This is an optimization exercise on Yosys and OpenROAD, whose aim is a short achievable clock period and few clock cycles, not a production implementation. In this exercise RTL edits were held to simulation tests only and were not proved equivalent to the original. Power is estimated from default activity; no workload was simulated.

the reference run:
// cpu
module cpu #(
  parameter PC_INITIAL = 12'h0F
)
(
  input clk,
  input rst,
  output reg mem_write,
  output reg [31:0] to_mem,
  output reg [11:0] mem_addr,
  input [31:0] from_mem,
  output reg halted
);
  reg [31:0] rf [0:15];
  reg [31:0] res;       
  reg        cflag;     
  reg        pk_fetch;  
  reg        pk_load;   
  reg        dk_fetch;  
  reg        d_valid;   
  reg        d_ic;      
  reg        ld_data;   
  reg [11:0] pc_d;      
  reg [11:0] fpc;       
  reg [15:0] ld_rd;     
  reg        d_bpred;   
  reg [15:0] btb_v;
  reg [7:0]  btb_tag [0:15];
  reg [11:0] btb_tgt [0:15];
  reg [31:0] ic_v;
  reg [6:0]  ic_tag [0:31];
  reg [31:0] ic_data [0:31];
  reg [31:0] ic_q;      
  reg        ic_hit;    
  reg        r_valid;
  reg        r_ldimm, r_ldmem, r_st, r_br, r_xor, r_add, r_rot, r_shf,
             r_hlt, r_cmp, r_we, r_pred;
  reg        r_s;
  reg [2:0]  r_cc;
  reg [11:0] r_src, r_dst, r_pc;
  reg [15:0] r_rd, r_rs;
  reg        w_wr;
  reg [15:0] w_rd;
  reg [31:0] w_data;
  reg        e_valid;
  reg        e_ldimm, e_st, e_br, e_xor, e_add, e_rot, e_shf, e_hlt, e_cmp,
             e_we, e_pred;
  reg [2:0]  e_cc;
  reg [11:0] e_dst, e_fall, e_pc, e_dst1, e_fall1, e_dst2, e_fall2;
  reg [15:0] e_rd;
  reg [31:0] e_a, e_b;
  ...
clock: 10.0 ns
lec_check: 0
abc_clock_period_in_ps: 3000
cap_margin: 30
core_margin: 2
core_utilization: 40
setup_slack_margin: 5
slew_margin: 30
standard.sh (not shown) runs the stock make flow with config.mk's settings and CLKGATE_MAP_FILE= SYNTH_SCRIPT=/design/flow/synth_recipe.tcl, a recipe that flattens the netlist after the stock synthesis.
==> flow/flow/run.sh <==
#!/bin/bash
set -euo pipefail
MARGIN=$(cat flow/margin.txt)
bash standard.sh SETUP_SLACK_MARGIN=$MARGIN finish > standard_flow.log 2>&1
==> flow/flow/margin.txt <==
6.5
Testbench counts of the reference run, summed over its fixed seeds: cycles 81,722.
Setup changes, the reference run to the trial run
Settings: CORE_UTILIZATION: 40 -> 45.
==> flow/flow/margin.txt <==
7.5
Findings:
Status | the trial run and the reference run | clean. A last element of the critical path of mem_addr[4]$_SDFFE_PP0N_ is what the trial run shows, while mem_addr[2]$_SDFFE_PP1N_ belongs to the reference run. Hold slack was lower in the reference run than in the trial run. Lower initial core utilization was reported by the reference run, not the trial run. The trial run vs the reference run — non-clock buffer count climbed by more than half.

---

cpu, a different RTL version from the one above (not shown whole).
Size in the first run: roughly 4100 cells after synthesis, ~740 flip-flops, roughly 80 I/O pins.
export LEC_CHECK = 0
export ABC_CLOCK_PERIOD_IN_PS = 3000
export CAP_MARGIN = 20
export CORE_MARGIN = 2
export CORE_UTILIZATION = 40
export SETUP_SLACK_MARGIN = 5
export SLEW_MARGIN = 20
create_clock -name core_clock -period 10.0 [get_ports {clk}]
run.sh (not shown) runs the stock make flow with config.mk's settings and CLKGATE_MAP_FILE= SYNTH_SCRIPT=/design/flow/synth_recipe.tcl, a recipe that flattens the netlist after the stock synthesis.
Stock flow here: none of the scripts above is used.
Testbench counts at the start, summed over its fixed seeds: cycles 89,550.
==> next run, changes <==
- SETUP_SLACK_MARGIN: 5 -> default
=> Count of clock-buffer cells in the layout decreases by 10. Area after synthesis stays the same. First-iteration DRC count decreases by about 13%. Synthesized cell count stays the same. Die area is unchanged. Sequential share of layout area grows by 2.3 points. Combinational power is lower by 15%. Global-route usage falls by 0.86 points. Worst hold slack gets better by 19 ps.

---

cpu, a different RTL version from the one above (not shown whole).
Size in the first run: about 10,000 cells after synthesis, ~80 I/O pins, roughly 0.17 mm2 of cells after synthesis.
Settings: LEC_CHECK=0, ABC_CLOCK_PERIOD_IN_PS=3000, CAP_MARGIN=30, CORE_MARGIN=2, CORE_UTILIZATION=40, SETUP_SLACK_MARGIN=5, SLEW_MARGIN=30; clock period 10.0 ns.
standard.sh (not shown) runs the stock make flow with config.mk's settings and CLKGATE_MAP_FILE= SYNTH_SCRIPT=/design/flow/synth_recipe.tcl, a recipe that flattens the netlist after the stock synthesis.
==> flow/flow/margin.txt <==
6.5
Scripts as last shown in full above: flow/flow/run.sh
Testbench counts at the start, summed over its fixed seeds: cycles 83,514.
Rerun with:
==> flow/flow/margin.txt (replaced) <==
6.0
=> The changed run finished clean. Die area stays the same. Worst setup slack is worse by 200 ps. Via count went down by 1.6%.

## afterwards: timing with drivers on the ports
In the flow no input, the clock included, has a driving cell. The finished layouts below were timed again as built, in two steps. Step 1, drivers: a clkbuf_16 drives clk and a buf_2 each remaining input, both assumed. Step 2 also shifts input and output timing later by t, the mid clock arrival at the registers, as if the neighbouring blocks saw the same clock. Three values: no drivers, after step 1, after step 2; two values: the first two.
run | t, ns | setup slack, ns | worst register clock-pin slew, ns
the reference run | 1.056 | 6.196 / 6.195 / 5.138 | 0.07 / 0.07
the trial run | 1.034 | 6.285 / 6.285 / 5.279 | 0.07 / 0.07
the first run of note 2 | 0.738 | 4.639 / 4.639 / 4.367 | 0.07 / 0.07
the second run of note 2 | 0.725 | 3.305 / 3.305 / 3.305 | 0.08 / 0.08
the first run of note 3 | 1.109 | 5.960 / 5.960 / 5.044 | 0.07 / 0.07
the second run of note 3 | 1.087 | 5.758 / 5.758 / 4.953 | 0.07 / 0.07
After both steps every run listed still meets setup and hold. For the reference run, which loses most, drivers alone change the setup slack by -0.001 ns; drivers and shift together by -1.058 ns.
